Context: an optimization exercise on an open-source flow, tuned for small area and a short achievable clock period. The choices shown serve that exercise and are no tape-out recipe.
In this exercise RTL edits were held to simulation tests only and were not proved equivalent to the original.
Power figures rest on the tool's default switching activity, not on a simulated workload.

==> design.v <==
module SIMD(clk,rst,opcode,funct3,funct7,rd_data1,rd_data2,rd_data3,w_add,immed,instrc_add,wr_add,wr_data);
input clk;
input rst;
input [6:0] opcode;
input [2:0] funct3;
input [6:0] funct7;
input [15:0] rd_data1;
input [15:0] rd_data2;
input [15:0] rd_data3;
input [4:0] w_add;
input [11:0] immed;
output [6:0] instrc_add;
output [4:0] wr_add;
output [15:0] wr_data;
wire alu = (opcode == 7'b0111011);
wire mac = (opcode == 7'b1001011);
wire shl = (opcode == 7'b0100011) | (opcode == 7'b1010011);
wire shr = (opcode == 7'b1100011);
wire m16 = (funct3 == 3'b001);
wire m8  = (funct3 == 3'b010);
wire m4  = (funct3 == 3'b100);
wire op_add  = alu & (funct7 == 7'b0000000);
wire op_sub  = alu & (funct7 == 7'b0100000);
wire op_mul  = alu & (funct7 == 7'b1000001);
wire op_mulh = alu & (funct7 == 7'b1000010);
wire op_madd  = mac & (funct7[1:0] == 2'b01);
wire op_maddh = mac & (funct7[1:0] == 2'b10);
wire op_and = alu & (funct7 == 7'b0001000);
wire op_or  = alu & (funct7 == 7'b0010000);
wire op_xor = alu & (funct7 == 7'b0011000);
wire op_not = alu & (funct7 == 7'b0110000);
wire lov = op_add | op_sub | op_mul | op_madd;    
wire hiv = op_mulh | op_maddh;                    
wire [15:0] imm = {{4{immed[10]}}, immed};
wire [3:0] k = imm[3:0];
wire shz = |imm[15:4];                            
wire k0 = (k == 4'd0);
wire lg = op_and | op_or | op_xor | op_not;
wire sel_lo16 = lg | (m16 & lov) | shl | (shr & k0);
wire sel_hi16 = (m16 & hiv) | (shr & ~k0);
wire ar = opcode[3];                   
wire bmul = opcode[6] | funct7[6];     
wire blog = funct7[4] | funct7[3];     
wire addsub = ar & ~bmul & ~blog;
wire sub = addsub & funct7[5];
wire sgn = ar & ~opcode[6] & funct7[6] & funct7[1];    
wire s4 = sgn & funct3[2];
wire s8 = sgn & funct3[1];
wire s16 = sgn & funct3[0];
wire i_16 = s16;
wire i_4 = s4;
wire i_4_8 = s4 | s8;
wire i_4_8_16 = s4 | s8 | s16;
wire i_8 = s8;
wire i_8_16 = s8 | s16;
wire u0 = sub;
wire u8 = sub & funct3[2];
wire u16 = sub & ~funct3[0];
wire [15:0] a = rd_data1;
wire [4:0] sha = shr ? 5'd16 - {1'b0, k} : {1'b0, k};
wire [15:0] bsh = (16'h0001 << sha[3:0]) & {16{~shz & ~ar}};
wire [15:0] lane1 = {3'b000, funct3[2], 3'b000, ~funct3[0], 3'b000, funct3[2], 4'b0001};
wire [15:0] b = ({16{ar & bmul}} & rd_data2) | ({16{addsub}} & lane1) | bsh;
wire [15:0] b8 = b & {16{~funct3[2] | ~ar}};
wire [15:0] b16 = b & {16{funct3[0] | ~ar}};
wire [15:0] csrc = ({16{ar & opcode[6]}} & rd_data3) | ({16{addsub}} & (rd_data2 ^ {16{funct7[5]}}));
wire [31:0] cc = {4'h0,
                  csrc[15:12] & {4{funct3[2]}},
                  csrc[15:12] & {4{funct3[1]}},
                  csrc[11:8] & {4{~funct3[0]}},
                  csrc[15:12] & {4{funct3[0]}},
                  (csrc[11:8] & {4{funct3[0]}}) | (csrc[7:4] & {4{funct3[2]}}),
                  csrc[7:4] & {4{~funct3[2]}},
                  csrc[3:0]};
wire p8 = ~funct3[2];   
wire p16 = funct3[0];   
wire [15:0] lres = ({16{op_and}} & (rd_data1 & rd_data2)) |
                   ({16{op_or}}  & (rd_data1 | rd_data2)) |
                   ({16{op_xor}} & (rd_data1 ^ rd_data2)) |
                   ({16{op_not}} & ~rd_data1);
wire pp1, pp2, pp3, pp4, pp5, pp6, pp7, pp8, pp9, pp10, pp11, pp12, pp13, pp14, pp15, pp16, pp17, pp18, pp19, pp20, pp21, pp22, pp23, pp24, pp25, pp26, pp27, pp28, pp29, pp30, pp31, pp32, pp33, pp34, pp35, pp36, pp37, pp38, pp39, pp40, pp41, pp42, pp43, pp44, pp45, pp46, pp47, pp48, pp49, pp50, pp51, pp52, pp53, pp54, pp55, pp56, pp57, pp58, pp59, pp60, pp61, pp62, pp63, pp64, pp65, pp66, pp67, pp68, pp69, pp70, pp71, pp72, pp73, pp74, pp75, pp76, pp77, pp78, pp79, pp80, pp81, pp82, pp83, pp84, pp85, pp86, pp87, pp88, pp89, pp90, pp91, pp92, pp93, pp94, pp95, pp96, pp97, pp98, pp99, pp100, pp101, pp102, pp103, pp104, pp105, pp106, pp107, pp108, pp109, pp110, pp111, pp112, pp113, pp114, pp115, pp116, pp117, pp118, pp119, pp120, pp121, pp122, pp123, pp124, pp125, pp126, pp127, pp128, pp129, pp130, pp131, pp132, pp133, pp134, pp135, pp136, pp137, pp138, pp139, pp140, pp141, pp142, pp143, pp144, pp145, pp146, pp147, pp148, pp149, pp150, pp151, pp152, pp153, pp154, pp155, pp156, pp157, pp158, pp159, pp160, pp161, pp162, pp163, pp164, pp165, pp166, pp167, pp168, pp169, pp170, pp171, pp172, pp173, pp174, pp175, pp176, pp177, pp178, pp179, pp180, pp181, pp182, pp183, pp184, pp185, pp186, pp187, pp188, pp189, pp190, pp191, pp192, pp193, pp194, pp195, pp196, pp197, pp198, pp199, pp200, pp201, pp202, pp203, pp204, pp205, pp206, pp207, pp208, pp209, pp210, pp211, pp212, pp213, pp214, pp215, pp216, pp217, pp218, pp219, pp220, pp221, pp222, pp223, pp224, pp225, pp226, pp227, pp228, pp229, pp230, pp231, pp232, pp233, pp234, pp235, pp236, pp237, pp238, pp239, pp240, pp241, pp242, pp243, pp244, pp245, pp246, pp247, pp248, pp249, pp250, pp251, pp252, pp253, pp254, pp255, pp256, s257, c258, s259, c260, s261, c262, s263, c264, s265, c266, s267, c268, s269, c270, s271, c272, s273, c274, s275, c276, s277, c278, s279, c280, s281, c282, s283, c284, s285, c286, s287, c288, s289, c290, s291, c292, s293, c294, s295, c296, s297, c298, s299, c300, s301, c302, k303, s304, c305, k306, s307, c308, k309, s310, c311, k312, s313, c314, k315, s316, c317, k318, s319, c320, k321, s322, c323, s324, c325, s326, c327, s328, c329, s330, c331, s332, c333, s334, c335, s336, c337, s338, c339, s340, c341, s342, c343, s344, c345, s346, c347, s348, c349, s350, c351, s352, c353, s354, c355, s356, c357, s358, c359, s360, c361, s362, c363, s364, c365, s366, c367, s368, c369, s370, c371, s372, c373, s374, c375, s376, c377, s378, c379, s380, c381, s382, c383, s384, c385, s386, c387, s388, c389, s390, c391, s392, c393, s394, c395, s396, c397, s398, c399, s400, c401, s402, c403, s404, c405, s406, c407, s408, c409, s410, c411, s412, c413, s414, c415, s416, c417, s418, c419, s420, c421, s422, c423, s424, c425, s426, c427, s428, c429, s430, c431, s432, c433, s434, c435, s436, c437, s438, c439, s440, c441, s442, c443, s444, c445, s446, c447, s448, c449, s450, c451, s452, c453, s454, c455, s456, c457, s458, c459, s460, c461, s462, c463, s464, c465, s466, c467, s468, c469, s470, c471, s472, c473, s474, c475, s476, c477, s478, c479, k480, s481, c482, k483, s484, c485, k486, s487, c488, k489, s490, c491, k492, s493, c494, k495, s496, c497, k498, s499, c500, k501, s502, c503, k504, s505, c506, k507, s508, c509, k510, s511, c512, k513, s514, c515, k516, s517, c518, k519, s520, c521, k522, s523, c524, s525, c526, s527, c528, s529, c530, s531, c532, s533, c534, s535, c536, s537, c538, s539, c540, s541, c542, s543, c544, s545, c546, s547, c548, s549, c550, s551, c552, s553, c554, s555, c556, s557, c558, s559, c560, s561, c562, s563, c564, s565, c566, s567, c568, s569, c570, s571, c572, s573, c574, s575, c576, s577, c578, s579, c580, s581, c582, s583, c584, s585, c586, s587, c588, s589, c590, s591, c592, s593, c594, s595, c596, s597, c598, s599, c600, s601, c602, s603, c604, s605, c606, s607, c608, s609, c610, s611, c612, s613, c614, s615, c616, s617, c618, s619, c620, s621, c622, s623, c624, s625, c626, s627, c628, s629, c630, s631, c632, s633, c634, s635, c636, s637, c638, s639, c640, s641, c642, s643, c644, s645, c646, s647, c648, s649, c650, s651, c652, s653, c654, s655, c656, s657, c658, s659, c660, s661, c662, s663, c664, s665, c666, s667, c668, s669, c670, s671, c672, s673, c674, s675, c676, s677, c678, s679, c680, s681, c682, s683, c684, s685, c686, s687, c688, s689, c690, s691, c692, s693, c694, s695, c696, s697, c698, s699, c700, s701, c702, s703, c704, s705, c706, k707, s708, c709, k710, s711, c712, k713, s714, c715, k716, s717, c718, k719, s720, c721, k722, s723, c724, k725, s726, c727, k728, s729, c730, k731, s732, c733, s734, c735, s736, c737, s738, c739, s740, c741, s742, c743, s744, c745, s746, c747, s748, c749, s750, c751, s752, c753, s754, c755, s756, c757, s758, c759, s760, c761, s762, c763, s764, c765, s766, c767, s768, c769, s770, c771, s772, c773, s774, c775, s776, c777, s778, c779, s780, c781, s782, c783, s784, c785, s786, c787, s788, c789, s790, c791, s792, c793, s794, c795, s796, c797, s798, c799, s800, c801, s802, c803, s804, c805;
assign pp1 = a[0] & b[0];
assign pp2 = a[0] & b[1];
assign pp3 = a[0] & b[2];
assign pp4 = (a[0] & b[3]) ^ i_4;
assign pp5 = a[0] & b8[4];
assign pp6 = a[0] & b8[5];
assign pp7 = a[0] & b8[6];
assign pp8 = (a[0] & b8[7]) ^ i_8;
assign pp9 = a[0] & b16[8];
assign pp10 = a[0] & b16[9];
assign pp11 = a[0] & b16[10];
assign pp12 = a[0] & b16[11];
assign pp13 = a[0] & b16[12];
assign pp14 = a[0] & b16[13];
assign pp15 = a[0] & b16[14];
assign pp16 = (a[0] & b16[15]) ^ i_16;
assign pp17 = a[1] & b[0];
assign pp18 = a[1] & b[1];
assign pp19 = a[1] & b[2];
assign pp20 = (a[1] & b[3]) ^ i_4;
assign pp21 = a[1] & b8[4];
assign pp22 = a[1] & b8[5];
assign pp23 = a[1] & b8[6];
assign pp24 = (a[1] & b8[7]) ^ i_8;
assign pp25 = a[1] & b16[8];
assign pp26 = a[1] & b16[9];
assign pp27 = a[1] & b16[10];
assign pp28 = a[1] & b16[11];
assign pp29 = a[1] & b16[12];
assign pp30 = a[1] & b16[13];
assign pp31 = a[1] & b16[14];
assign pp32 = (a[1] & b16[15]) ^ i_16;
assign pp33 = a[2] & b[0];
assign pp34 = a[2] & b[1];
assign pp35 = a[2] & b[2];
assign pp36 = (a[2] & b[3]) ^ i_4;
assign pp37 = a[2] & b8[4];
assign pp38 = a[2] & b8[5];
assign pp39 = a[2] & b8[6];
assign pp40 = (a[2] & b8[7]) ^ i_8;
assign pp41 = a[2] & b16[8];
assign pp42 = a[2] & b16[9];
assign pp43 = a[2] & b16[10];
assign pp44 = a[2] & b16[11];
assign pp45 = a[2] & b16[12];
assign pp46 = a[2] & b16[13];
assign pp47 = a[2] & b16[14];
assign pp48 = (a[2] & b16[15]) ^ i_16;
assign pp49 = (a[3] & b[0]) ^ i_4;
assign pp50 = (a[3] & b[1]) ^ i_4;
assign pp51 = (a[3] & b[2]) ^ i_4;
assign pp52 = a[3] & b[3];
assign pp53 = a[3] & b8[4];
assign pp54 = a[3] & b8[5];
assign pp55 = a[3] & b8[6];
assign pp56 = (a[3] & b8[7]) ^ i_8;
assign pp57 = a[3] & b16[8];
assign pp58 = a[3] & b16[9];
assign pp59 = a[3] & b16[10];
assign pp60 = a[3] & b16[11];
assign pp61 = a[3] & b16[12];
assign pp62 = a[3] & b16[13];
assign pp63 = a[3] & b16[14];
assign pp64 = (a[3] & b16[15]) ^ i_16;
assign pp65 = a[4] & b8[0];
assign pp66 = a[4] & b8[1];
assign pp67 = a[4] & b8[2];
assign pp68 = a[4] & b8[3];
assign pp69 = a[4] & b[4];
assign pp70 = a[4] & b[5];
assign pp71 = a[4] & b[6];
assign pp72 = (a[4] & b[7]) ^ i_4_8;
assign pp73 = a[4] & b16[8];
assign pp74 = a[4] & b16[9];
assign pp75 = a[4] & b16[10];
assign pp76 = a[4] & b16[11];
assign pp77 = a[4] & b16[12];
assign pp78 = a[4] & b16[13];
assign pp79 = a[4] & b16[14];
assign pp80 = (a[4] & b16[15]) ^ i_16;
assign pp81 = a[5] & b8[0];
assign pp82 = a[5] & b8[1];
assign pp83 = a[5] & b8[2];
assign pp84 = a[5] & b8[3];
assign pp85 = a[5] & b[4];
assign pp86 = a[5] & b[5];
assign pp87 = a[5] & b[6];
assign pp88 = (a[5] & b[7]) ^ i_4_8;
assign pp89 = a[5] & b16[8];
assign pp90 = a[5] & b16[9];
assign pp91 = a[5] & b16[10];
assign pp92 = a[5] & b16[11];
assign pp93 = a[5] & b16[12];
assign pp94 = a[5] & b16[13];
assign pp95 = a[5] & b16[14];
assign pp96 = (a[5] & b16[15]) ^ i_16;
assign pp97 = a[6] & b8[0];
assign pp98 = a[6] & b8[1];
assign pp99 = a[6] & b8[2];
assign pp100 = a[6] & b8[3];
assign pp101 = a[6] & b[4];
assign pp102 = a[6] & b[5];
assign pp103 = a[6] & b[6];
assign pp104 = (a[6] & b[7]) ^ i_4_8;
assign pp105 = a[6] & b16[8];
assign pp106 = a[6] & b16[9];
assign pp107 = a[6] & b16[10];
assign pp108 = a[6] & b16[11];
assign pp109 = a[6] & b16[12];
assign pp110 = a[6] & b16[13];
assign pp111 = a[6] & b16[14];
assign pp112 = (a[6] & b16[15]) ^ i_16;
assign pp113 = (a[7] & b8[0]) ^ i_8;
assign pp114 = (a[7] & b8[1]) ^ i_8;
assign pp115 = (a[7] & b8[2]) ^ i_8;
assign pp116 = (a[7] & b8[3]) ^ i_8;
assign pp117 = (a[7] & b[4]) ^ i_4_8;
assign pp118 = (a[7] & b[5]) ^ i_4_8;
assign pp119 = (a[7] & b[6]) ^ i_4_8;
assign pp120 = a[7] & b[7];
assign pp121 = a[7] & b16[8];
assign pp122 = a[7] & b16[9];
assign pp123 = a[7] & b16[10];
assign pp124 = a[7] & b16[11];
assign pp125 = a[7] & b16[12];
assign pp126 = a[7] & b16[13];
assign pp127 = a[7] & b16[14];
assign pp128 = (a[7] & b16[15]) ^ i_16;
assign pp129 = a[8] & b16[0];
assign pp130 = a[8] & b16[1];
assign pp131 = a[8] & b16[2];
assign pp132 = a[8] & b16[3];
assign pp133 = a[8] & b16[4];
assign pp134 = a[8] & b16[5];
assign pp135 = a[8] & b16[6];
assign pp136 = a[8] & b16[7];
assign pp137 = a[8] & b[8];
assign pp138 = a[8] & b[9];
assign pp139 = a[8] & b[10];
assign pp140 = (a[8] & b[11]) ^ i_4;
assign pp141 = a[8] & b8[12];
assign pp142 = a[8] & b8[13];
assign pp143 = a[8] & b8[14];
assign pp144 = (a[8] & b8[15]) ^ i_8_16;
assign pp145 = a[9] & b16[0];
assign pp146 = a[9] & b16[1];
assign pp147 = a[9] & b16[2];
assign pp148 = a[9] & b16[3];
assign pp149 = a[9] & b16[4];
assign pp150 = a[9] & b16[5];
assign pp151 = a[9] & b16[6];
assign pp152 = a[9] & b16[7];
assign pp153 = a[9] & b[8];
assign pp154 = a[9] & b[9];
assign pp155 = a[9] & b[10];
assign pp156 = (a[9] & b[11]) ^ i_4;
assign pp157 = a[9] & b8[12];
assign pp158 = a[9] & b8[13];
assign pp159 = a[9] & b8[14];
assign pp160 = (a[9] & b8[15]) ^ i_8_16;
assign pp161 = a[10] & b16[0];
assign pp162 = a[10] & b16[1];
assign pp163 = a[10] & b16[2];
assign pp164 = a[10] & b16[3];
assign pp165 = a[10] & b16[4];
assign pp166 = a[10] & b16[5];
assign pp167 = a[10] & b16[6];
assign pp168 = a[10] & b16[7];
assign pp169 = a[10] & b[8];
assign pp170 = a[10] & b[9];
assign pp171 = a[10] & b[10];
assign pp172 = (a[10] & b[11]) ^ i_4;
assign pp173 = a[10] & b8[12];
assign pp174 = a[10] & b8[13];
assign pp175 = a[10] & b8[14];
assign pp176 = (a[10] & b8[15]) ^ i_8_16;
assign pp177 = a[11] & b16[0];
assign pp178 = a[11] & b16[1];
assign pp179 = a[11] & b16[2];
assign pp180 = a[11] & b16[3];
assign pp181 = a[11] & b16[4];
assign pp182 = a[11] & b16[5];
assign pp183 = a[11] & b16[6];
assign pp184 = a[11] & b16[7];
assign pp185 = (a[11] & b[8]) ^ i_4;
assign pp186 = (a[11] & b[9]) ^ i_4;
assign pp187 = (a[11] & b[10]) ^ i_4;
assign pp188 = a[11] & b[11];
assign pp189 = a[11] & b8[12];
assign pp190 = a[11] & b8[13];
assign pp191 = a[11] & b8[14];
assign pp192 = (a[11] & b8[15]) ^ i_8_16;
assign pp193 = a[12] & b16[0];
assign pp194 = a[12] & b16[1];
assign pp195 = a[12] & b16[2];
assign pp196 = a[12] & b16[3];
assign pp197 = a[12] & b16[4];
assign pp198 = a[12] & b16[5];
assign pp199 = a[12] & b16[6];
assign pp200 = a[12] & b16[7];
assign pp201 = a[12] & b8[8];
assign pp202 = a[12] & b8[9];
assign pp203 = a[12] & b8[10];
assign pp204 = a[12] & b8[11];
assign pp205 = a[12] & b[12];
assign pp206 = a[12] & b[13];
assign pp207 = a[12] & b[14];
assign pp208 = (a[12] & b[15]) ^ i_4_8_16;
assign pp209 = a[13] & b16[0];
assign pp210 = a[13] & b16[1];
assign pp211 = a[13] & b16[2];
assign pp212 = a[13] & b16[3];
assign pp213 = a[13] & b16[4];
assign pp214 = a[13] & b16[5];
assign pp215 = a[13] & b16[6];
assign pp216 = a[13] & b16[7];
assign pp217 = a[13] & b8[8];
assign pp218 = a[13] & b8[9];
assign pp219 = a[13] & b8[10];
assign pp220 = a[13] & b8[11];
assign pp221 = a[13] & b[12];
assign pp222 = a[13] & b[13];
assign pp223 = a[13] & b[14];
assign pp224 = (a[13] & b[15]) ^ i_4_8_16;
assign pp225 = a[14] & b16[0];
assign pp226 = a[14] & b16[1];
assign pp227 = a[14] & b16[2];
assign pp228 = a[14] & b16[3];
assign pp229 = a[14] & b16[4];
assign pp230 = a[14] & b16[5];
assign pp231 = a[14] & b16[6];
assign pp232 = a[14] & b16[7];
assign pp233 = a[14] & b8[8];
assign pp234 = a[14] & b8[9];
assign pp235 = a[14] & b8[10];
assign pp236 = a[14] & b8[11];
assign pp237 = a[14] & b[12];
assign pp238 = a[14] & b[13];
assign pp239 = a[14] & b[14];
assign pp240 = (a[14] & b[15]) ^ i_4_8_16;
assign pp241 = (a[15] & b16[0]) ^ i_16;
assign pp242 = (a[15] & b16[1]) ^ i_16;
assign pp243 = (a[15] & b16[2]) ^ i_16;
assign pp244 = (a[15] & b16[3]) ^ i_16;
assign pp245 = (a[15] & b16[4]) ^ i_16;
assign pp246 = (a[15] & b16[5]) ^ i_16;
assign pp247 = (a[15] & b16[6]) ^ i_16;
assign pp248 = (a[15] & b16[7]) ^ i_16;
assign pp249 = (a[15] & b8[8]) ^ i_8_16;
assign pp250 = (a[15] & b8[9]) ^ i_8_16;
assign pp251 = (a[15] & b8[10]) ^ i_8_16;
assign pp252 = (a[15] & b8[11]) ^ i_8_16;
assign pp253 = (a[15] & b[12]) ^ i_4_8_16;
assign pp254 = (a[15] & b[13]) ^ i_4_8_16;
assign pp255 = (a[15] & b[14]) ^ i_4_8_16;
assign pp256 = a[15] & b[15];
SIMD_ha us257 (.a(u0), .b(cc[0]), .s(s257), .co(c258));
SIMD_fa us259 (.a(cc[1]), .b(pp17), .c(pp2), .s(s259), .co(c260));
SIMD_fa us261 (.a(cc[2]), .b(pp18), .c(pp3), .s(s261), .co(c262));
SIMD_ha us263 (.a(pp33), .b(c260), .s(s263), .co(c264));
SIMD_fa us265 (.a(cc[3]), .b(pp19), .c(pp34), .s(s265), .co(c266));
SIMD_fa us267 (.a(pp4), .b(pp49), .c(c262), .s(s267), .co(c268));
SIMD_ha us269 (.a(s265), .b(c264), .s(s269), .co(c270));
SIMD_fa us271 (.a((s4)), .b(cc[4]), .c(pp35), .s(s271), .co(c272));
SIMD_fa us273 (.a(pp5), .b(pp65), .c(pp20), .s(s273), .co(c274));
SIMD_fa us275 (.a(pp50), .b(c266), .c(s271), .s(s275), .co(c276));
SIMD_fa us277 (.a(s273), .b(c268), .c(c270), .s(s277), .co(c278));
SIMD_fa us279 (.a(cc[5]), .b(pp21), .c(pp6), .s(s279), .co(c280));
SIMD_fa us281 (.a(pp66), .b(pp81), .c(pp36), .s(s281), .co(c282));
SIMD_fa us283 (.a(pp51), .b(c272), .c(s279), .s(s283), .co(c284));
SIMD_fa us285 (.a(c274), .b(s281), .c(c276), .s(s285), .co(c286));
SIMD_ha us287 (.a(s283), .b(c278), .s(s287), .co(c288));
SIMD_fa us289 (.a(cc[6]), .b(pp22), .c(pp37), .s(s289), .co(c290));
SIMD_fa us291 (.a(pp52), .b(pp67), .c(pp7), .s(s291), .co(c292));
SIMD_fa us293 (.a(pp82), .b(pp97), .c(c280), .s(s293), .co(c294));
SIMD_fa us295 (.a(s289), .b(s291), .c(c282), .s(s295), .co(c296));
SIMD_fa us297 (.a(c284), .b(s293), .c(s295), .s(s297), .co(c298));
SIMD_ha us299 (.a(c286), .b(c288), .s(s299), .co(c300));
SIMD_fa us301 (.a((s4)), .b(cc[7]), .c(pp23), .s(s301), .co(c302));
assign k303 = c302 & p8;
SIMD_fa us304 (.a(pp38), .b(pp53), .c(pp68), .s(s304), .co(c305));
assign k306 = c305 & p8;
SIMD_fa us307 (.a(pp83), .b(pp98), .c(pp113), .s(s307), .co(c308));
assign k309 = c308 & p8;
SIMD_fa us310 (.a(pp8), .b(c290), .c(c292), .s(s310), .co(c311));
assign k312 = c311 & p8;
SIMD_fa us313 (.a(s301), .b(s304), .c(s307), .s(s313), .co(c314));
assign k315 = c314 & p8;
SIMD_fa us316 (.a(c294), .b(s310), .c(c296), .s(s316), .co(c317));
assign k318 = c317 & p8;
SIMD_fa us319 (.a(s313), .b(c298), .c(s316), .s(s319), .co(c320));
assign k321 = c320 & p8;
SIMD_fa us322 (.a((s8)), .b(u8), .c(cc[8]), .s(s322), .co(c323));
SIMD_fa us324 (.a(pp129), .b(pp39), .c(pp54), .s(s324), .co(c325));
SIMD_fa us326 (.a(pp69), .b(pp84), .c(pp9), .s(s326), .co(c327));
SIMD_fa us328 (.a(pp99), .b(pp114), .c(pp24), .s(s328), .co(c329));
SIMD_fa us330 (.a(s322), .b(s324), .c(s326), .s(s330), .co(c331));
SIMD_fa us332 (.a(k303), .b(k306), .c(s328), .s(s332), .co(c333));
SIMD_fa us334 (.a(k309), .b(k312), .c(s330), .s(s334), .co(c335));
SIMD_fa us336 (.a(s332), .b(k315), .c(s334), .s(s336), .co(c337));
SIMD_ha us338 (.a(k318), .b(s336), .s(s338), .co(c339));
SIMD_fa us340 (.a(cc[9]), .b(pp10), .c(pp100), .s(s340), .co(c341));
SIMD_fa us342 (.a(pp130), .b(pp145), .c(pp25), .s(s342), .co(c343));
SIMD_fa us344 (.a(pp55), .b(pp70), .c(pp85), .s(s344), .co(c345));
SIMD_fa us346 (.a(pp115), .b(pp40), .c(c323), .s(s346), .co(c347));
SIMD_fa us348 (.a(c325), .b(c327), .c(s340), .s(s348), .co(c349));
SIMD_fa us350 (.a(s342), .b(s344), .c(c329), .s(s350), .co(c351));
SIMD_fa us352 (.a(c331), .b(s346), .c(s348), .s(s352), .co(c353));
SIMD_fa us354 (.a(c333), .b(s350), .c(c335), .s(s354), .co(c355));
SIMD_fa us356 (.a(s352), .b(c337), .c(s354), .s(s356), .co(c357));
SIMD_fa us358 (.a(cc[10]), .b(pp101), .c(pp11), .s(s358), .co(c359));
SIMD_fa us360 (.a(pp131), .b(pp146), .c(pp161), .s(s360), .co(c361));
SIMD_fa us362 (.a(pp26), .b(pp41), .c(pp71), .s(s362), .co(c363));
SIMD_fa us364 (.a(pp86), .b(pp116), .c(pp56), .s(s364), .co(c365));
SIMD_fa us366 (.a(c341), .b(c343), .c(c345), .s(s366), .co(c367));
SIMD_fa us368 (.a(s358), .b(s360), .c(s362), .s(s368), .co(c369));
SIMD_fa us370 (.a(s364), .b(c347), .c(c349), .s(s370), .co(c371));
SIMD_fa us372 (.a(s366), .b(c351), .c(s368), .s(s372), .co(c373));
SIMD_fa us374 (.a(c353), .b(s370), .c(s372), .s(s374), .co(c375));
SIMD_ha us376 (.a(c355), .b(s374), .s(s376), .co(c377));
SIMD_fa us378 (.a(cc[11]), .b(pp102), .c(pp12), .s(s378), .co(c379));
SIMD_fa us380 (.a(pp132), .b(pp147), .c(pp162), .s(s380), .co(c381));
SIMD_fa us382 (.a(pp177), .b(pp27), .c(pp42), .s(s382), .co(c383));
SIMD_fa us384 (.a(pp57), .b(pp87), .c(pp117), .s(s384), .co(c385));
SIMD_fa us386 (.a(pp72), .b(c359), .c(c361), .s(s386), .co(c387));
SIMD_fa us388 (.a(c363), .b(s378), .c(s380), .s(s388), .co(c389));
SIMD_fa us390 (.a(s382), .b(c365), .c(s384), .s(s390), .co(c391));
SIMD_fa us392 (.a(c367), .b(c369), .c(s386), .s(s392), .co(c393));
SIMD_fa us394 (.a(s388), .b(s390), .c(c371), .s(s394), .co(c395));
SIMD_fa us396 (.a(c373), .b(s392), .c(s394), .s(s396), .co(c397));
SIMD_ha us398 (.a(c375), .b(c377), .s(s398), .co(c399));
SIMD_fa us400 (.a((s4)), .b(cc[12]), .c(pp103), .s(s400), .co(c401));
SIMD_fa us402 (.a(pp13), .b(pp133), .c(pp148), .s(s402), .co(c403));
SIMD_fa us404 (.a(pp163), .b(pp178), .c(pp193), .s(s404), .co(c405));
SIMD_fa us406 (.a(pp28), .b(pp43), .c(pp58), .s(s406), .co(c407));
SIMD_fa us408 (.a(pp73), .b(pp118), .c(pp88), .s(s408), .co(c409));
SIMD_fa us410 (.a(c379), .b(c381), .c(c383), .s(s410), .co(c411));
SIMD_fa us412 (.a(s400), .b(s402), .c(s404), .s(s412), .co(c413));
SIMD_fa us414 (.a(s406), .b(c385), .c(s408), .s(s414), .co(c415));
SIMD_fa us416 (.a(c387), .b(c389), .c(s410), .s(s416), .co(c417));
SIMD_fa us418 (.a(s412), .b(c391), .c(s414), .s(s418), .co(c419));
SIMD_fa us420 (.a(c393), .b(s416), .c(c395), .s(s420), .co(c421));
SIMD_fa us422 (.a(s418), .b(c397), .c(s420), .s(s422), .co(c423));
SIMD_fa us424 (.a(cc[13]), .b(pp134), .c(pp14), .s(s424), .co(c425));
SIMD_fa us426 (.a(pp149), .b(pp164), .c(pp179), .s(s426), .co(c427));
SIMD_fa us428 (.a(pp194), .b(pp209), .c(pp29), .s(s428), .co(c429));
SIMD_fa us430 (.a(pp44), .b(pp59), .c(pp74), .s(s430), .co(c431));
SIMD_fa us432 (.a(pp89), .b(pp104), .c(pp119), .s(s432), .co(c433));
SIMD_fa us434 (.a(c401), .b(c403), .c(c405), .s(s434), .co(c435));
SIMD_fa us436 (.a(c407), .b(s424), .c(s426), .s(s436), .co(c437));
SIMD_fa us438 (.a(s428), .b(s430), .c(c409), .s(s438), .co(c439));
SIMD_fa us440 (.a(s432), .b(c411), .c(c413), .s(s440), .co(c441));
SIMD_fa us442 (.a(s434), .b(s436), .c(c415), .s(s442), .co(c443));
SIMD_fa us444 (.a(s438), .b(c417), .c(s440), .s(s444), .co(c445));
SIMD_fa us446 (.a(c419), .b(s442), .c(s444), .s(s446), .co(c447));
SIMD_ha us448 (.a(c421), .b(s446), .s(s448), .co(c449));
SIMD_fa us450 (.a(cc[14]), .b(pp105), .c(pp120), .s(s450), .co(c451));
SIMD_fa us452 (.a(pp135), .b(pp15), .c(pp150), .s(s452), .co(c453));
SIMD_fa us454 (.a(pp165), .b(pp180), .c(pp195), .s(s454), .co(c455));
SIMD_fa us456 (.a(pp210), .b(pp225), .c(pp30), .s(s456), .co(c457));
SIMD_fa us458 (.a(pp45), .b(pp60), .c(pp75), .s(s458), .co(c459));
SIMD_fa us460 (.a(pp90), .b(c425), .c(c427), .s(s460), .co(c461));
SIMD_fa us462 (.a(c429), .b(c431), .c(s450), .s(s462), .co(c463));
SIMD_fa us464 (.a(s452), .b(s454), .c(s456), .s(s464), .co(c465));
SIMD_fa us466 (.a(s458), .b(c433), .c(c435), .s(s466), .co(c467));
SIMD_fa us468 (.a(c437), .b(s460), .c(c439), .s(s468), .co(c469));
SIMD_fa us470 (.a(s462), .b(s464), .c(c441), .s(s470), .co(c471));
SIMD_fa us472 (.a(s466), .b(c443), .c(s468), .s(s472), .co(c473));
SIMD_fa us474 (.a(c445), .b(s470), .c(s472), .s(s474), .co(c475));
SIMD_ha us476 (.a(c447), .b(s474), .s(s476), .co(c477));
SIMD_fa us478 (.a((s4 | s8)), .b(cc[15]), .c(pp106), .s(s478), .co(c479));
assign k480 = c479 & p16;
SIMD_fa us481 (.a(pp121), .b(pp136), .c(pp151), .s(s481), .co(c482));
assign k483 = c482 & p16;
SIMD_fa us484 (.a(pp166), .b(pp181), .c(pp196), .s(s484), .co(c485));
assign k486 = c485 & p16;
SIMD_fa us487 (.a(pp211), .b(pp226), .c(pp31), .s(s487), .co(c488));
assign k489 = c488 & p16;
SIMD_fa us490 (.a(pp46), .b(pp61), .c(pp76), .s(s490), .co(c491));
assign k492 = c491 & p16;
SIMD_fa us493 (.a(pp91), .b(pp16), .c(pp241), .s(s493), .co(c494));
assign k495 = c494 & p16;
SIMD_fa us496 (.a(c451), .b(c453), .c(c455), .s(s496), .co(c497));
assign k498 = c497 & p16;
SIMD_fa us499 (.a(c457), .b(c459), .c(s478), .s(s499), .co(c500));
assign k501 = c500 & p16;
SIMD_fa us502 (.a(s481), .b(s484), .c(s487), .s(s502), .co(c503));
assign k504 = c503 & p16;
SIMD_fa us505 (.a(s490), .b(s493), .c(c461), .s(s505), .co(c506));
assign k507 = c506 & p16;
SIMD_fa us508 (.a(c463), .b(c465), .c(s496), .s(s508), .co(c509));
assign k510 = c509 & p16;
SIMD_fa us511 (.a(s499), .b(s502), .c(c467), .s(s511), .co(c512));
assign k513 = c512 & p16;
SIMD_fa us514 (.a(s505), .b(c469), .c(s508), .s(s514), .co(c515));
assign k516 = c515 & p16;
SIMD_fa us517 (.a(c471), .b(s511), .c(c473), .s(s517), .co(c518));
assign k519 = c518 & p16;
SIMD_fa us520 (.a(s514), .b(c475), .c(s517), .s(s520), .co(c521));
assign k522 = c521 & p16;
SIMD_fa us523 (.a((s16)), .b(u16), .c(cc[16]), .s(s523), .co(c524));
SIMD_fa us525 (.a(pp107), .b(pp122), .c(pp137), .s(s525), .co(c526));
SIMD_fa us527 (.a(pp152), .b(pp167), .c(pp182), .s(s527), .co(c528));
SIMD_fa us529 (.a(pp197), .b(pp212), .c(pp227), .s(s529), .co(c530));
SIMD_fa us531 (.a(pp47), .b(pp62), .c(pp77), .s(s531), .co(c532));
SIMD_fa us533 (.a(pp92), .b(pp242), .c(pp32), .s(s533), .co(c534));
SIMD_fa us535 (.a(s523), .b(s525), .c(s527), .s(s535), .co(c536));
SIMD_fa us537 (.a(s529), .b(s531), .c(k480), .s(s537), .co(c538));
SIMD_fa us539 (.a(k483), .b(k486), .c(k489), .s(s539), .co(c540));
SIMD_fa us541 (.a(k492), .b(s533), .c(k495), .s(s541), .co(c542));
SIMD_fa us543 (.a(k498), .b(s535), .c(k501), .s(s543), .co(c544));
SIMD_fa us545 (.a(k504), .b(s537), .c(s539), .s(s545), .co(c546));
SIMD_fa us547 (.a(s541), .b(k507), .c(k510), .s(s547), .co(c548));
SIMD_fa us549 (.a(s543), .b(s545), .c(k513), .s(s549), .co(c550));
SIMD_fa us551 (.a(k516), .b(s547), .c(s549), .s(s551), .co(c552));
SIMD_ha us553 (.a(k519), .b(s551), .s(s553), .co(c554));
SIMD_fa us555 (.a(cc[17]), .b(pp108), .c(pp123), .s(s555), .co(c556));
SIMD_fa us557 (.a(pp138), .b(pp153), .c(pp168), .s(s557), .co(c558));
SIMD_fa us559 (.a(pp183), .b(pp198), .c(pp213), .s(s559), .co(c560));
SIMD_fa us561 (.a(pp228), .b(pp63), .c(pp78), .s(s561), .co(c562));
SIMD_fa us563 (.a(pp93), .b(pp243), .c(pp48), .s(s563), .co(c564));
SIMD_fa us565 (.a(c524), .b(c526), .c(c528), .s(s565), .co(c566));
SIMD_fa us567 (.a(c530), .b(c532), .c(s555), .s(s567), .co(c568));
SIMD_fa us569 (.a(s557), .b(s559), .c(s561), .s(s569), .co(c570));
SIMD_fa us571 (.a(c534), .b(s563), .c(c536), .s(s571), .co(c572));
SIMD_fa us573 (.a(s565), .b(c538), .c(c540), .s(s573), .co(c574));
SIMD_fa us575 (.a(s567), .b(s569), .c(c542), .s(s575), .co(c576));
SIMD_fa us577 (.a(s571), .b(c544), .c(c546), .s(s577), .co(c578));
SIMD_fa us579 (.a(s573), .b(s575), .c(c548), .s(s579), .co(c580));
SIMD_fa us581 (.a(s577), .b(c550), .c(s579), .s(s581), .co(c582));
SIMD_ha us583 (.a(c552), .b(s581), .s(s583), .co(c584));
SIMD_fa us585 (.a(cc[18]), .b(pp109), .c(pp124), .s(s585), .co(c586));
SIMD_fa us587 (.a(pp139), .b(pp154), .c(pp169), .s(s587), .co(c588));
SIMD_fa us589 (.a(pp184), .b(pp199), .c(pp214), .s(s589), .co(c590));
SIMD_fa us591 (.a(pp229), .b(pp79), .c(pp94), .s(s591), .co(c592));
SIMD_fa us593 (.a(pp244), .b(pp64), .c(c556), .s(s593), .co(c594));
SIMD_fa us595 (.a(c558), .b(c560), .c(c562), .s(s595), .co(c596));
SIMD_fa us597 (.a(s585), .b(s587), .c(s589), .s(s597), .co(c598));
SIMD_fa us599 (.a(s591), .b(c564), .c(c566), .s(s599), .co(c600));
SIMD_fa us601 (.a(c568), .b(c570), .c(s593), .s(s601), .co(c602));
SIMD_fa us603 (.a(s595), .b(s597), .c(c572), .s(s603), .co(c604));
SIMD_fa us605 (.a(s599), .b(c574), .c(s601), .s(s605), .co(c606));
SIMD_fa us607 (.a(c576), .b(s603), .c(c578), .s(s607), .co(c608));
SIMD_fa us609 (.a(s605), .b(c580), .c(s607), .s(s609), .co(c610));
SIMD_ha us611 (.a(c582), .b(s609), .s(s611), .co(c612));
SIMD_fa us613 (.a(cc[19]), .b(pp110), .c(pp125), .s(s613), .co(c614));
SIMD_fa us615 (.a(pp155), .b(pp170), .c(pp200), .s(s615), .co(c616));
SIMD_fa us617 (.a(pp215), .b(pp230), .c(pp95), .s(s617), .co(c618));
SIMD_fa us619 (.a(pp140), .b(pp185), .c(pp245), .s(s619), .co(c620));
SIMD_fa us621 (.a(pp80), .b(c586), .c(c588), .s(s621), .co(c622));
SIMD_fa us623 (.a(c590), .b(c592), .c(s613), .s(s623), .co(c624));
SIMD_fa us625 (.a(s615), .b(s617), .c(s619), .s(s625), .co(c626));
SIMD_fa us627 (.a(c594), .b(c596), .c(c598), .s(s627), .co(c628));
SIMD_fa us629 (.a(s621), .b(s623), .c(c600), .s(s629), .co(c630));
SIMD_fa us631 (.a(s625), .b(c602), .c(s627), .s(s631), .co(c632));
SIMD_fa us633 (.a(c604), .b(s629), .c(c606), .s(s633), .co(c634));
SIMD_fa us635 (.a(s631), .b(c608), .c(s633), .s(s635), .co(c636));
SIMD_ha us637 (.a(c610), .b(s635), .s(s637), .co(c638));
SIMD_fa us639 (.a((s4)), .b(cc[20]), .c(pp111), .s(s639), .co(c640));
SIMD_fa us641 (.a(pp126), .b(pp141), .c(pp171), .s(s641), .co(c642));
SIMD_fa us643 (.a(pp201), .b(pp216), .c(pp231), .s(s643), .co(c644));
SIMD_fa us645 (.a(pp156), .b(pp186), .c(pp246), .s(s645), .co(c646));
SIMD_fa us647 (.a(pp96), .b(c614), .c(c616), .s(s647), .co(c648));
SIMD_fa us649 (.a(c618), .b(s639), .c(s641), .s(s649), .co(c650));
SIMD_fa us651 (.a(s643), .b(c620), .c(s645), .s(s651), .co(c652));
SIMD_fa us653 (.a(c622), .b(c624), .c(s647), .s(s653), .co(c654));
SIMD_fa us655 (.a(s649), .b(c626), .c(s651), .s(s655), .co(c656));
SIMD_fa us657 (.a(c628), .b(s653), .c(c630), .s(s657), .co(c658));
SIMD_fa us659 (.a(s655), .b(c632), .c(s657), .s(s659), .co(c660));
SIMD_fa us661 (.a(c634), .b(s659), .c(c636), .s(s661), .co(c662));
SIMD_fa us663 (.a(cc[21]), .b(pp127), .c(pp142), .s(s663), .co(c664));
SIMD_fa us665 (.a(pp157), .b(pp202), .c(pp217), .s(s665), .co(c666));
SIMD_fa us667 (.a(pp232), .b(pp112), .c(pp172), .s(s667), .co(c668));
SIMD_fa us669 (.a(pp187), .b(pp247), .c(c640), .s(s669), .co(c670));
SIMD_fa us671 (.a(c642), .b(c644), .c(s663), .s(s671), .co(c672));
SIMD_fa us673 (.a(s665), .b(c646), .c(s667), .s(s673), .co(c674));
SIMD_fa us675 (.a(c648), .b(c650), .c(s669), .s(s675), .co(c676));
SIMD_fa us677 (.a(s671), .b(c652), .c(s673), .s(s677), .co(c678));
SIMD_fa us679 (.a(c654), .b(s675), .c(c656), .s(s679), .co(c680));
SIMD_fa us681 (.a(s677), .b(c658), .c(s679), .s(s681), .co(c682));
SIMD_ha us683 (.a(c660), .b(s681), .s(s683), .co(c684));
SIMD_fa us685 (.a(cc[22]), .b(pp143), .c(pp158), .s(s685), .co(c686));
SIMD_fa us687 (.a(pp173), .b(pp188), .c(pp203), .s(s687), .co(c688));
SIMD_fa us689 (.a(pp218), .b(pp233), .c(pp128), .s(s689), .co(c690));
SIMD_fa us691 (.a(pp248), .b(c664), .c(c666), .s(s691), .co(c692));
SIMD_fa us693 (.a(s685), .b(s687), .c(c668), .s(s693), .co(c694));
SIMD_fa us695 (.a(s689), .b(c670), .c(c672), .s(s695), .co(c696));
SIMD_fa us697 (.a(s691), .b(c674), .c(s693), .s(s697), .co(c698));
SIMD_fa us699 (.a(c676), .b(s695), .c(c678), .s(s699), .co(c700));
SIMD_fa us701 (.a(s697), .b(c680), .c(s699), .s(s701), .co(c702));
SIMD_ha us703 (.a(c682), .b(s701), .s(s703), .co(c704));
SIMD_fa us705 (.a((s4)), .b(cc[23]), .c(pp159), .s(s705), .co(c706));
assign k707 = c706 & p8;
SIMD_fa us708 (.a(pp174), .b(pp189), .c(pp204), .s(s708), .co(c709));
assign k710 = c709 & p8;
SIMD_fa us711 (.a(pp219), .b(pp234), .c(pp144), .s(s711), .co(c712));
assign k713 = c712 & p8;
SIMD_fa us714 (.a(pp249), .b(c686), .c(c688), .s(s714), .co(c715));
assign k716 = c715 & p8;
SIMD_fa us717 (.a(s705), .b(s708), .c(c690), .s(s717), .co(c718));
assign k719 = c718 & p8;
SIMD_fa us720 (.a(s711), .b(c692), .c(s714), .s(s720), .co(c721));
assign k722 = c721 & p8;
SIMD_fa us723 (.a(c694), .b(s717), .c(c696), .s(s723), .co(c724));
assign k725 = c724 & p8;
SIMD_fa us726 (.a(s720), .b(c698), .c(s723), .s(s726), .co(c727));
assign k728 = c727 & p8;
SIMD_fa us729 (.a(c700), .b(s726), .c(c702), .s(s729), .co(c730));
assign k731 = c730 & p8;
SIMD_fa us732 (.a((s8)), .b(u8), .c(cc[24]), .s(s732), .co(c733));
SIMD_fa us734 (.a(pp175), .b(pp190), .c(pp205), .s(s734), .co(c735));
SIMD_fa us736 (.a(pp220), .b(pp235), .c(pp160), .s(s736), .co(c737));
SIMD_fa us738 (.a(pp250), .b(s732), .c(s734), .s(s738), .co(c739));
SIMD_fa us740 (.a(k707), .b(k710), .c(s736), .s(s740), .co(c741));
SIMD_fa us742 (.a(k713), .b(k716), .c(s738), .s(s742), .co(c743));
SIMD_fa us744 (.a(k719), .b(s740), .c(k722), .s(s744), .co(c745));
SIMD_fa us746 (.a(s742), .b(k725), .c(s744), .s(s746), .co(c747));
SIMD_ha us748 (.a(k728), .b(s746), .s(s748), .co(c749));
SIMD_fa us750 (.a(cc[25]), .b(pp191), .c(pp206), .s(s750), .co(c751));
SIMD_fa us752 (.a(pp221), .b(pp236), .c(pp176), .s(s752), .co(c753));
SIMD_fa us754 (.a(pp251), .b(c733), .c(c735), .s(s754), .co(c755));
SIMD_fa us756 (.a(s750), .b(c737), .c(s752), .s(s756), .co(c757));
SIMD_fa us758 (.a(c739), .b(s754), .c(c741), .s(s758), .co(c759));
SIMD_fa us760 (.a(s756), .b(c743), .c(s758), .s(s760), .co(c761));
SIMD_fa us762 (.a(c745), .b(s760), .c(c747), .s(s762), .co(c763));
SIMD_fa us764 (.a(cc[26]), .b(pp207), .c(pp222), .s(s764), .co(c765));
SIMD_fa us766 (.a(pp237), .b(pp192), .c(pp252), .s(s766), .co(c767));
SIMD_fa us768 (.a(c751), .b(s764), .c(c753), .s(s768), .co(c769));
SIMD_fa us770 (.a(s766), .b(c755), .c(c757), .s(s770), .co(c771));
SIMD_fa us772 (.a(s768), .b(c759), .c(s770), .s(s772), .co(c773));
SIMD_ha us774 (.a(c761), .b(s772), .s(s774), .co(c775));
SIMD_fa us776 (.a(cc[27]), .b(pp223), .c(pp238), .s(s776), .co(c777));
SIMD_fa us778 (.a(pp208), .b(pp253), .c(c765), .s(s778), .co(c779));
SIMD_fa us780 (.a(s776), .b(c767), .c(s778), .s(s780), .co(c781));
SIMD_fa us782 (.a(c769), .b(s780), .c(c771), .s(s782), .co(c783));
SIMD_ha us784 (.a(c773), .b(s782), .s(s784), .co(c785));
SIMD_fa us786 (.a((s4)), .b(cc[28]), .c(pp239), .s(s786), .co(c787));
SIMD_fa us788 (.a(pp224), .b(pp254), .c(c777), .s(s788), .co(c789));
SIMD_fa us790 (.a(s786), .b(c779), .c(s788), .s(s790), .co(c791));
SIMD_fa us792 (.a(c781), .b(s790), .c(c783), .s(s792), .co(c793));
SIMD_fa us794 (.a(cc[29]), .b(pp240), .c(pp255), .s(s794), .co(c795));
SIMD_fa us796 (.a(c787), .b(s794), .c(c789), .s(s796), .co(c797));
SIMD_ha us798 (.a(c791), .b(s796), .s(s798), .co(c799));
SIMD_fa us800 (.a(cc[30]), .b(pp256), .c(c795), .s(s800), .co(c801));
SIMD_ha us802 (.a(s800), .b(c797), .s(s802), .co(c803));
SIMD_fa us804 (.a((s4 | s8 | s16)), .b(cc[31]), .c(c801), .s(s804), .co(c805));
wire [31:0] tx = {c803, c799, c793, c785, c775, c763, c749, k731, c704, c684, c662, c638, c612, c584, c554, k522, c477, c449, c423, c399, s396, c357, c339, k321, c300, s297, s285, s275, s267, s261, c258, pp1};
wire [31:0] ty = {s804, s802, s798, s792, s784, s774, s762, s748, s729, s703, s683, s661, s637, s611, s583, s553, s520, s476, s448, s422, s398, s376, s356, s338, s319, s299, s287, s277, s269, s263, s259, s257};
reg [4:0] pc;
reg [4:0] wr_add_r;
always @(posedge clk) begin
    if (!rst) begin
        pc <= 5'd0;
        wr_add_r <= 5'd0;
    end else begin
        pc <= pc + 5'd1;
        wr_add_r <= w_add;
    end
end
assign instrc_add = {pc, 2'b00};
assign wr_add = wr_add_r;
wire [31:0] nx = tx | {16'h0000, lres};
reg [31:0] rx, ry;
reg r_k8, r_k16;
reg [5:0] rsel;
always @(posedge clk) begin
    rx <= nx;
    ry <= ty;
    r_k8 <= p8;
    r_k16 <= p16;
    if (!rst) rsel <= 6'd0;
    else rsel <= {m4 & hiv, m4 & lov, m8 & hiv, m8 & lov, sel_hi16, sel_lo16};
end
wire [34:0] gx = {rx[31:24], r_k8, rx[23:16], r_k16, rx[15:8], r_k8, rx[7:0]};
wire [34:0] gy = {ry[31:24], 1'b0, ry[23:16], 1'b0, ry[15:8], 1'b0, ry[7:0]};
wire [34:0] gs = gx + gy;
wire [31:0] P = {gs[34:27], gs[25:18], gs[16:9], gs[7:0]};
wire [15:0] res = ({16{rsel[0]}} & P[15:0]) | ({16{rsel[1]}} & P[31:16]) |
                  ({16{rsel[2]}} & {P[23:16], P[7:0]}) | ({16{rsel[3]}} & {P[31:24], P[15:8]}) |
                  ({16{rsel[4]}} & {P[27:24], P[19:16], P[11:8], P[3:0]}) |
                  ({16{rsel[5]}} & {P[31:28], P[23:20], P[15:12], P[7:4]});
assign wr_data = res;
endmodule
module SIMD_fa(input a, input b, input c, output s, output co);
assign s = a ^ b ^ c;
assign co = (a & b) | (c & (a ^ b));
endmodule
module SIMD_ha(input a, input b, output s, output co);
assign s = a ^ b;
assign co = a & b;
endmodule
==> run.sh <==
#!/bin/bash
# synth_recipe.tcl (not shown) runs the flow's synth.tcl, then flattens the netlist and writes it again
# the make line also repeats each setting of config.mk as NAME=value (left out here)
make -C /OpenROAD-flow-scripts/flow DESIGN_CONFIG=/design/flow/config.mk WORK_HOME=/design/flow/orfs CLKGATE_MAP_FILE= SYNTH_SCRIPT=/design/flow/synth_recipe.tcl finish
==> config.mk <==
export PLATFORM = sky130hd
export DESIGN_NAME = SIMD
export DESIGN_NICKNAME = SIMD
export VERILOG_FILES = /design/flow/design.v
export SDC_FILE = /design/flow/constraint.sdc
export NUM_CORES = 4
export LEC_CHECK = 0
export ABC_AREA = 1
export CAP_MARGIN = 20
export CORE_MARGIN = 2
export CORE_UTILIZATION = 60
export SETUP_SLACK_MARGIN = 4
export SLEW_MARGIN = 20
export SYNTH_HIERARCHICAL = 1
export SYNTH_MINIMUM_KEEP_SIZE = 0
==> constraint.sdc <==
create_clock -name core_clock -period 10.6 [get_ports {clk}]
set_input_delay 2.1200 -clock core_clock [delete_from_list [all_inputs] [get_ports {clk}]]
set_output_delay 2.1200 -clock core_clock [all_outputs]
set_load 0.01 [all_outputs]
==> summary.txt, run 1 <==
- Yosys mapped a number of flops with a built-in enable equal to 0.
- The completed layout was analyzed and its total power is 2.01 mW.
- For this run the aggregate overflow at the end of global routing stands at 0.
- The site row count is 56.
- Hold repair after CTS inserted 0 buffers.
- Clock skew on the completed layout was measured at 0.259 ps.
- For the pin with the worst max-slew slack, the measured transition is 954 ps.
- The worst pin sits at a relative slew slack of 0.363.
- The share of layout cells above drive strength 1 is 0.135.
- The final core utilization is 0.737.
- The starting density of the core is 0.609.
- The tightest min-delay check is of the reg2reg type.
- The data required time at the worst endpoint is 10830 ps.
- For this block, the via count after detailed routing is 14731.
- The repair_antennas step left the layout with diodes totalling 0.
- The boundary pin count is 112.
- Across every metal layer, demand over resource in global routing totals 0.433.
- The first routing iteration left 1939 violations.
- Counting distinct cell types in the post-synthesis netlist gives 47.
- Clock tree synthesis found a total of 82 sinks.
- The worst path arrival time is 6840 ps.
- The die outline width is 158 um.
- The worst setup path is captured at a flip-flop.
- The die is 158 um tall.
- TritonCTS built the clock tree.
- The post-synth design cell area is 14200 um2.
- The mean post-synth cell area is 7.42 um2.
- The area share of the largest cell type after synthesis is 0.337.
- The root cell of the clock tree is sky130_fd_sc_hd__clkbuf_16.
- The worst register-to-register path begins at pc[0].
- The most used flip-flop cell after synthesis is sky130_fd_sc_hd__dfxtp_1.
- Hold timing on the final database bottoms out at a slack of 488 ps.
- For this run, the post-layout net count is 2452.
- The CTS H-tree depth is 3.
- The maximum resistive drop on vdd is 0.102 mV.
- The count of buffers added on input and output ports is 109.
- Entering global routing, the biggest net connects 46 pins.
- The number of antenna violations at the first check in global routing is 0.
- The later pin in the worst-skew pair is clocked with a latency of 350 ps.
- The placement-stage worst setup slack is 2200 ps.
- The maximum clock rate is 151 MHz.
- The number of global-route vias before repair is 14103.
- For this run, the detailed router's first-pass iteration total came to 8.
- The core region is 23300 um2.
- Setup repair after global routing could not meet its margin everywhere.
- The remaining antenna violation count after routing is 0.
- At the end of routability-driven placement, the weighted congestion stood at 1.02.
- The dominant cell type by area after synthesis is sky130_fd_sc_hd__fa_1.
- Power spread over the standard cell area amounts to 117 nW/um2.
- The final routed wirelength across all metal layers is 53.8 mm.
- The most numerous cell in the Yosys netlist is sky130_fd_sc_hd__nand2_1.
- Compared with the post-synthesis result, the final layout area differs by 21.1%.
- The setup-violating endpoint count in the final report is 0.
- The worst setup path is launched from an input port.
- The count of endpoints failing hold in the final timing report is 0.
- The leakage power is 8.74 nW.
- Across all setup checks in the final design, the least slack found is 3990 ps.
- The final max-slew violation count is 0.
- Clock tree synthesis inserted a total of 9 buffers.
- Across the run, the number of max-cap violations was 0.
- The first global-routing pass estimated 79.5 mm of wire.
- The number of warnings reported in the yosys synthesis log is 7.
- The floorplan step defined a die boundary enclosing 24900 um2.
- The remaining routing DRC violations is 0.
- The clock period minus final worst setup slack is 6610 ps.
- The clock slew at the register clock pins of the worst setup and hold paths is 70 ps.
- The cell count after synthesis is 1915.
- Ranked by total cell area, the synthesized netlist is headed by sky130_fd_sc_hd__fa_1 (34%), sky130_fd_sc_hd__nand2_1 (13%), sky130_fd_sc_hd__dfxtp_1 (12%).
- In this run the worst path has a maximum fanout of 17.
- The most critical setup path has its startpoint at funct7[4].
- The commonest cells after synthesis are sky130_fd_sc_hd__nand2_1 (497), sky130_fd_sc_hd__nor2_1 (321), sky130_fd_sc_hd__fa_1 (239).
- The post-synthesis async set-or-reset flop share is 0.
- Detailed placement finished with a half-perimeter wire length of 39.8 mm.
- The share of the Yosys chip area taken by registers is 0.116.
- The total of flip-flops plus latches after synthesis is 82.
- The worst min-delay path startpoint is pc[0].
- The flow ran to the end and the layout has no timing, DRC or antenna violations.
- In the routed layout, each cell is associated on average with a via count of 6.23.
- In the final routed layout, each cell accounts on average for 22.7 um.
- The post-route fraction of the period consumed by the critical path is 0.624.
- The maximum clock path buffer count is 2.
- For the final routed database, the setup TNS stands at 0 ps.
- The critical path is of the in2reg type.
logic make-up after synthesis:
group	synth area share
AND/OR/NAND/NOR	0.318
adder cells (fa/ha/maj)	0.414
other	0.000264
flip-flops	0.116
AO/OA/AOI/OAI	0.0492
XOR/XNOR	0.0210
buffers and inverters	0.0825
critical path, stage by stage:
cell                              delay, ps
sky130_fd_sc_hd__clkdlybuf4s50_1        470
sky130_fd_sc_hd__nor2_1                 190
sky130_fd_sc_hd__nand3_2                270
sky130_fd_sc_hd__inv_8                  230
sky130_fd_sc_hd__a32oi_2                240
sky130_fd_sc_hd__nor2_1                 280
sky130_fd_sc_hd__fa_1                   500
sky130_fd_sc_hd__fa_1                   400
sky130_fd_sc_hd__nand2_1                 80
sky130_fd_sc_hd__inv_1                   70
sky130_fd_sc_hd__fa_2                   350
sky130_fd_sc_hd__fa_2                   360
sky130_fd_sc_hd__fa_2                   540
sky130_fd_sc_hd__fa_2                   430
sky130_fd_sc_hd__ha_1                   310
registers in the layout (all words and copies together), names as in the netlist:
| register | flops |
|---|---|
| r_k16 | 1 |
| rx | 32 |
| pc | 5 |
| ry | 32 |
| rsel | 6 |
| wr_add_r | 5 |
| r_k8 | 1 |
modules after synthesis (local to each module, per instance):
module   copies in the design  flip-flops and latches
SIMD_fa                   238                       0
SIMD                        1                      82
SIMD_ha                    21                       0
worst paths after layout:
path                               end  slack [ps]  cells past startpoint
worst max register to register   pc[4]        9580                      4
worst min register to register   pc[0]         490                      1
worst min-delay path             pc[0]         490                      1
worst max-delay path            ry[18]        3990                     15
placed cells by master (no fill, tap or decap), types with 23 or more instances in the layout:
cell type / synthesis / routed
sky130_fd_sc_hd__buf_4: 7 / 50
sky130_fd_sc_hd__fa_2: 0 / 35
sky130_fd_sc_hd__nand2_1: 497 / 459
sky130_fd_sc_hd__clkdlybuf4s50_1: 0 / 90
sky130_fd_sc_hd__o21ai_0: 25 / 25
sky130_fd_sc_hd__xor2_1: 33 / 32
sky130_fd_sc_hd__nand4_1: 54 / 54
sky130_fd_sc_hd__a21oi_1: 46 / 45
sky130_fd_sc_hd__nand3_1: 130 / 127
sky130_fd_sc_hd__nor2_1: 321 / 273
sky130_fd_sc_hd__nor2_4: 1 / 34
sky130_fd_sc_hd__ha_1: 87 / 85
sky130_fd_sc_hd__inv_1: 218 / 207
sky130_fd_sc_hd__nand2_4: 0 / 23
sky130_fd_sc_hd__dfxtp_1: 82 / 82
sky130_fd_sc_hd__fa_1: 239 / 204
report_power, final:
| group | switching, mW | total (mW) | internal [mW] |
|---|---|---|---|
| clock network | 0.143 | 0.306 | 0.163 |
| registers | 0.0304 | 0.422 | 0.392 |
| logic | 0.819 | 1.28 | 0.462 |
repair_timing:
action                                 4_1_cts  5_1_grt
setup endpoints to repair                   43       27
setup buffers                               42       15
endpoints found under the hold margin        0        0
pin swaps                                   60       48
gates cloned                                 2        0
gates resized for setup                    197       92
stage by stage:
| stage | instance area (um2) | std cells |
|---|---|---|
| after floorplan | 14200 | 1920 |
| after global placement | 15500 | 2290 |
| after detailed placement | 15500 | 2290 |
| after CTS | 16700 | 2350 |
| after global routing | 17200 | 2366 |
| final | 17200 | 2366 |
layout make-up:
type                       instances  area (um2)
multi-input combinational       1544       12300
fill                            1764        6130
timing repair buffer             174        1650
sequential                        82        1640
inverter                         230         917
tap                              319         399
clock buffer                       9         225
clock inverter                     7        58.8
timing repair inverter             1        5.00
layer usage:
layer  wire (um)  vias up  share of wire  track usage
met3        6810      372           0.13        0.117
met2       23900     1270           0.44        0.691
met5           0        -              0            0
met4        4850        0          0.090        0.280
li1            -     6256              -            -
met1       18300     6833           0.34        0.519
==> run 2, diff against run 1 <==
--- a/config.mk
+++ b/config.mk
@@ -5,10 +5,9 @@
 export SDC_FILE = /design/flow/constraint.sdc
 export NUM_CORES = 4
 export LEC_CHECK = 0
-export ABC_AREA = 1
 export CAP_MARGIN = 20
 export CORE_MARGIN = 2
-export CORE_UTILIZATION = 60
+export CORE_UTILIZATION = 65
 export SETUP_SLACK_MARGIN = 4
 export SLEW_MARGIN = 20
 export SYNTH_HIERARCHICAL = 1
==> summary.txt, run 2 <==
- The y dimension of the die is 146 um (-7.2%).
- Summed over all instances, the cell type with the most area after synthesis is sky130_fd_sc_hd__fa_1.
- The commonest non-fill, non-tap cell in the layout is sky130_fd_sc_hd__fa_1.
- The launch point of the critical path is rd_data1[2].
- The number of antenna violations at the first check in global routing is 0 (unchanged).
- The switching share of power came to 0.460 (-0.0338).
- The post-synth design cell area came to 13200 um2 (-7.1%).
- The number of I/O port buffers is 109 (unchanged).
- The worst clock skew is 0.486 ps (+0.227 ps).
- The worst setup path is of the in2reg kind.
- The mean post-synth cell area is 9.38 um2 (+26%).
- The met1 usage in global routing came to 0.562 (+0.0435).
- The number of buffers inserted for hold repair after clock tree synthesis is 0 (unchanged).
- The slew of the pin with the lowest slew margin came to 1130 ps (+174 ps).
- The total clock buffers created by CTS is 9 (unchanged).
- The post-synthesis async set-or-reset flop share is 0 (unchanged).
- The routed length per instance came to 26.6 um (+17%).
- The share of synthesized cell area in full adder, half adder and majority cells is 0.445 (+0.0315).
- The leakage power is 7.38 nW (-16%).
- The CTS H-tree depth was 3 (unchanged).
- The least setup slack across all paths after layout is 3790 ps (-200 ps).
- The multi-input combinational cell area is 11700 um2 (-4.7%).
- Sorting the synthesized cells by area gives the leading types as sky130_fd_sc_hd__fa_1 (36%), sky130_fd_sc_hd__dfxtp_1 (12%), sky130_fd_sc_hd__ha_1 (8.2%).
- The clock slew at the register clock pins of the worst setup and hold paths is 70 ps (about the same).
- The overall routing resource usage is 0.446 (+0.0122).
- The root cell of the clock tree is sky130_fd_sc_hd__clkbuf_16.
- The sum of overflow across all layers after global routing is 0 (unchanged).
- TritonCTS built the clock tree.
- The number of maximum-capacitance violations was 0 (unchanged).
- The total via count in the routed design is 12203 (-17%).
- The die area is 21500 um2 (-14%).
- The fill cell instance count of the final layout is 1295 (-27%).
- The number of placed instances with taps included is 1730 (-24%).
- The met2 usage is 0.680 (-0.0111).
- The largest net degree at the start of global routing came to 54 (+17%).
- The maximum clock rate is 147 MHz (-2.9%).
- The cell area power density is 116 nW/um2 (-0.49%).
- The share of layout cells above drive strength 1 is 0.185 (+0.0498).
- The via density per instance is 6.73 (+8.0%).
- The first-pass iteration count of the detailed router is 6 (-2).
- The sum of negative setup slack came to 0 ps (unchanged).
- The final max-slew violation count is 0 (unchanged).
- The cell internal power dissipation is 1.01 mW (-0.52%).
- The number of diodes added for antenna fixing was 0 (unchanged).
- The simple-gate area share of the yosys netlist was 0.199 (-0.118).
- The setup-violating endpoint count in the final report is 0 (unchanged).
- The post-route fraction of the period consumed by the critical path is 0.642 (+0.0188).
- The mux cell area share after synthesis is 0.00995 (+0.00995).
- The startpoint of the worst-slack reg-to-reg timing path is pc[0].
- The largest registers in the layout are rx (32), ry (32), rsel (6).
- The most used flip-flop cell after synthesis is sky130_fd_sc_hd__dfxtp_1.
- The worst path arrival time is 7040 ps (+200 ps).
- The source-to-sink clock delay at the later pin of the worst-skew pair came to 350 ps (about the same).
- The wire length of the first global-routing pass was 71.6 mm (-10%).
- The share of power burned in combinational logic is 0.610 (-0.028).
- met2 is the most crowded layer.
- The maximum fanout encountered on the critical timing path is 11 (-6).
- The clock period minus final worst setup slack was 6810 ps (+200 ps).
- The run finished with no timing, DRC or antenna violations.
- The starting density of the core was 0.656 (+0.0478).
- The count of routing violations after the opening detailed-route iteration is 1515 (-22%).
- The fraction of power consumed by sequential logic is 0.225 (+0.015).
- The maximum resistive drop on vdd is 0.0888 mV (-13%).
- The total of flip-flops plus latches after synthesis is 82 (unchanged).
- The total net switching power came to 0.862 mW (-13%).
- The placement-stage worst setup slack is 2470 ps (+270 ps).
- The final core utilization came to 0.802 (+0.0647).
- The sequential element share of the synthesized area is 0.124 (+0.00880).
- The number of warnings reported in the yosys synthesis log is 7 (unchanged).
- The area of the core is 20100 um2 (-14%).
- The number of global-route vias before repair is 12317 (-13%).
- The kind of start point of the critical path is an input port.
- The final routed wirelength across all metal layers was 48.3 mm (-10%).
- The part of the total power dissipated in the clock network was 0.165 (+0.013).
- The worst hold path begins at pc[0].
- The count of endpoints failing hold in the final timing report is 0 (unchanged).
- The count of unique library cells instantiated by Yosys was 76 (+62%).
- The site row count is 52 (-7.1%).
- The remaining antenna violation count after routing is 0 (unchanged).
- By instance count, the leading cell after synthesis is sky130_fd_sc_hd__fa_1.
- The cell count after synthesis is 1407 (-27%).
- The placed wire-length estimate after detailed placement came to 34.5 mm (-13%).
- Leaving out fill and tap cells, the most frequent cells in the layout are sky130_fd_sc_hd__fa_1 (180), sky130_fd_sc_hd__nor2_1 (165), sky130_fd_sc_hd__nand2_1 (111).
- The post-synthesis xor/xnor area fraction is 0.0624 (+0.0414).
- The die outline width was 146 um (-7.2%).
- The routability congestion estimate from global placement is 1.02 (+0.13%).
- The number of clock sinks is 82 (unchanged).
- The worst relative slew slack is 0.245 (-0.119).
- The remaining routing DRC violations came to 0 (unchanged).
- The compound-gate portion of the synthesized area is 0.120 (+0.0709).
- Counting instances in the post-synthesis netlist gives the leading cell types as sky130_fd_sc_hd__fa_1 (239), sky130_fd_sc_hd__nor2_1 (184), sky130_fd_sc_hd__nand2_1 (121).
- The worst setup path is captured at a flip-flop.
- The signed area change from the synthesized netlist to the final layout is 22.1%.
- The met3 demand-to-capacity share in global routing was 0.134 (+0.0172).
- Setup repair after global routing could not meet its margin everywhere.
- The net count reported at finish is 1949 (-21%).
- The main combinational cell family by area after synthesis is adder cells.
- The sequential cell area is 1640 um2 (unchanged).
- The boundary pin count is 112 (unchanged).
- The maximum clock path buffer count is 2 (unchanged).
- The data required time at the worst endpoint was 10830 ps (about the same).
- The number of enable flip-flop cells after synthesis is 0 (unchanged).
- The number of cells in the finished layout apart from fillers is 1814 (-23%).
- The area share of the largest cell type after synthesis was 0.363 (+0.0256).
- The type of the worst min-delay path is reg2reg.
[run 2: cell types whose count changed after synthesis, moves of 44 or more]
cell	change
sky130_fd_sc_hd__nor2_1	-137
sky130_fd_sc_hd__xnor2_1	+57
sky130_fd_sc_hd__nor3_1	+58
sky130_fd_sc_hd__nand3_1	-109
sky130_fd_sc_hd__nand4_1	-49
sky130_fd_sc_hd__nor2b_1	+44
sky130_fd_sc_hd__nand2_1	-376
sky130_fd_sc_hd__inv_1	-171
sky130_fd_sc_hd__and2_1	+56
[run 2: final cells by class]
type / count / area share
Clock buffer: 9 / 0.0140
Clock inverter: 7 / 0.00435
Inverter: 49 / 0.0126
Multi-Input combinational cell: 1206 / 0.727
Sequential cell: 82 / 0.102
Tap cell: 270 / 0.0210
Timing Repair Buffer: 191 / 0.119
[run 2: repair_timing]
item,CTS,global route
cloned,2,1
pin swaps,28,37
endpoints found under the setup margin,49,25
buffers inserted,51,14
gates resized for setup,118,71
[run 2: cells by family after synthesis]
group | count (synthesis)
AOI/OAI and AO/OA | 210
xor gates and xnor gates | 94
adders and majority gates | 326
buffers and inverters | 125
DFF | 82
muxes | 13
other | 1
and+or+nand+nor | 556
[run 2: metal layers]
| layer | vias to the layer above | wire, um |
|---|---|---|
| met5 | - | 0 |
| met2 | 1049 | 21100 |
| li1 | 5013 | - |
| met4 | 0 | 3630 |
| met1 | 5858 | 16900 |
| met3 | 283 | 6720 |
[run 2: final timing paths]
path                                to  slack [ps]  cells after the start
worst max-delay path            rx[15]        3790                     11
worst min-delay path             pc[0]         480                      1
worst max register to register   pc[4]        9560                      4
worst min register to register   pc[0]         480                      1
[run 2: power groups by stage]
| stage | combinational (mW) | sequential (mW) | clock (mW) |
|---|---|---|---|
| after global routing | 1.22 | 0.425 | 0.321 |
| after floorplan | 0.694 | 0.410 | 0 |
| final | 1.14 | 0.422 | 0.309 |
| after detailed placement | 1.02 | 0.425 | 0 |
| after global placement | 0.998 | 0.423 | 0 |
| after CTS | 1.07 | 0.419 | 0.310 |
[run 2: stage by stage]
step | hold slack [ps] | power, mW | instance area, um2
floorplan | 476 | 1.10 | 13400
global placement | 451 | 1.42 | 14600
detailed placement | 477 | 1.45 | 14600
CTS | 497 | 1.80 | 15700
global route | 524 | 1.97 | 16100
finish | 485 | 1.87 | 16100
[run 2: Yosys stat by module (local to each module, per instance)]
module	times used	cells	area [um2]	flip-flops and latches
SIMD_fa	238	1	20.0	0
SIMD	1	1148	8170	82
SIMD_ha	21	1	12.5	0
[run 2: critical path: stages]
cell,delay (ps)
sky130_fd_sc_hd__clkdlybuf4s50_1,880
sky130_fd_sc_hd__inv_1,510
sky130_fd_sc_hd__nor3_1,730
sky130_fd_sc_hd__fa_1,600
sky130_fd_sc_hd__fa_2,430
sky130_fd_sc_hd__fa_2,380
sky130_fd_sc_hd__fa_2,560
sky130_fd_sc_hd__fa_2,430
sky130_fd_sc_hd__ha_2,180
sky130_fd_sc_hd__a211oi_2,130
sky130_fd_sc_hd__nand2_1,70

## what the ideal ports hide
The flow's constraints put no driver on any port. The routed layouts listed below were extracted and timed again, unchanged, in two steps.
Step 1 (the two cells are an assumption about what drives the block):
set clk [get_ports {clk}]
set_driving_cell -lib_cell sky130_fd_sc_hd__clkbuf_16 $clk
set_driving_cell -lib_cell sky130_fd_sc_hd__buf_2 [delete_from_list [all_inputs] $clk]
Step 2 times the ports against the registers' clock, not the clock port: input delays grow and output delays shrink by t, the midpoint of the rising clock arrivals with the driver on.
Three values: ideal, step 1, step 2; two values: the first two.
| run | t, ns | slack for setup (ns) | worst register clock-pin slew, ns |
|---|---|---|---|
| run 1 | 0.396 | 3.990 / 4.018 / 3.622 | 0.07 / 0.07 |
| run 2 | 0.390 | 3.791 / 3.798 / 3.408 | 0.07 / 0.07 |
After both steps every run listed still meets setup and hold. The setup slack of run 2, which loses most, moves by +0.007 ns with the drivers and by -0.383 ns with both steps.
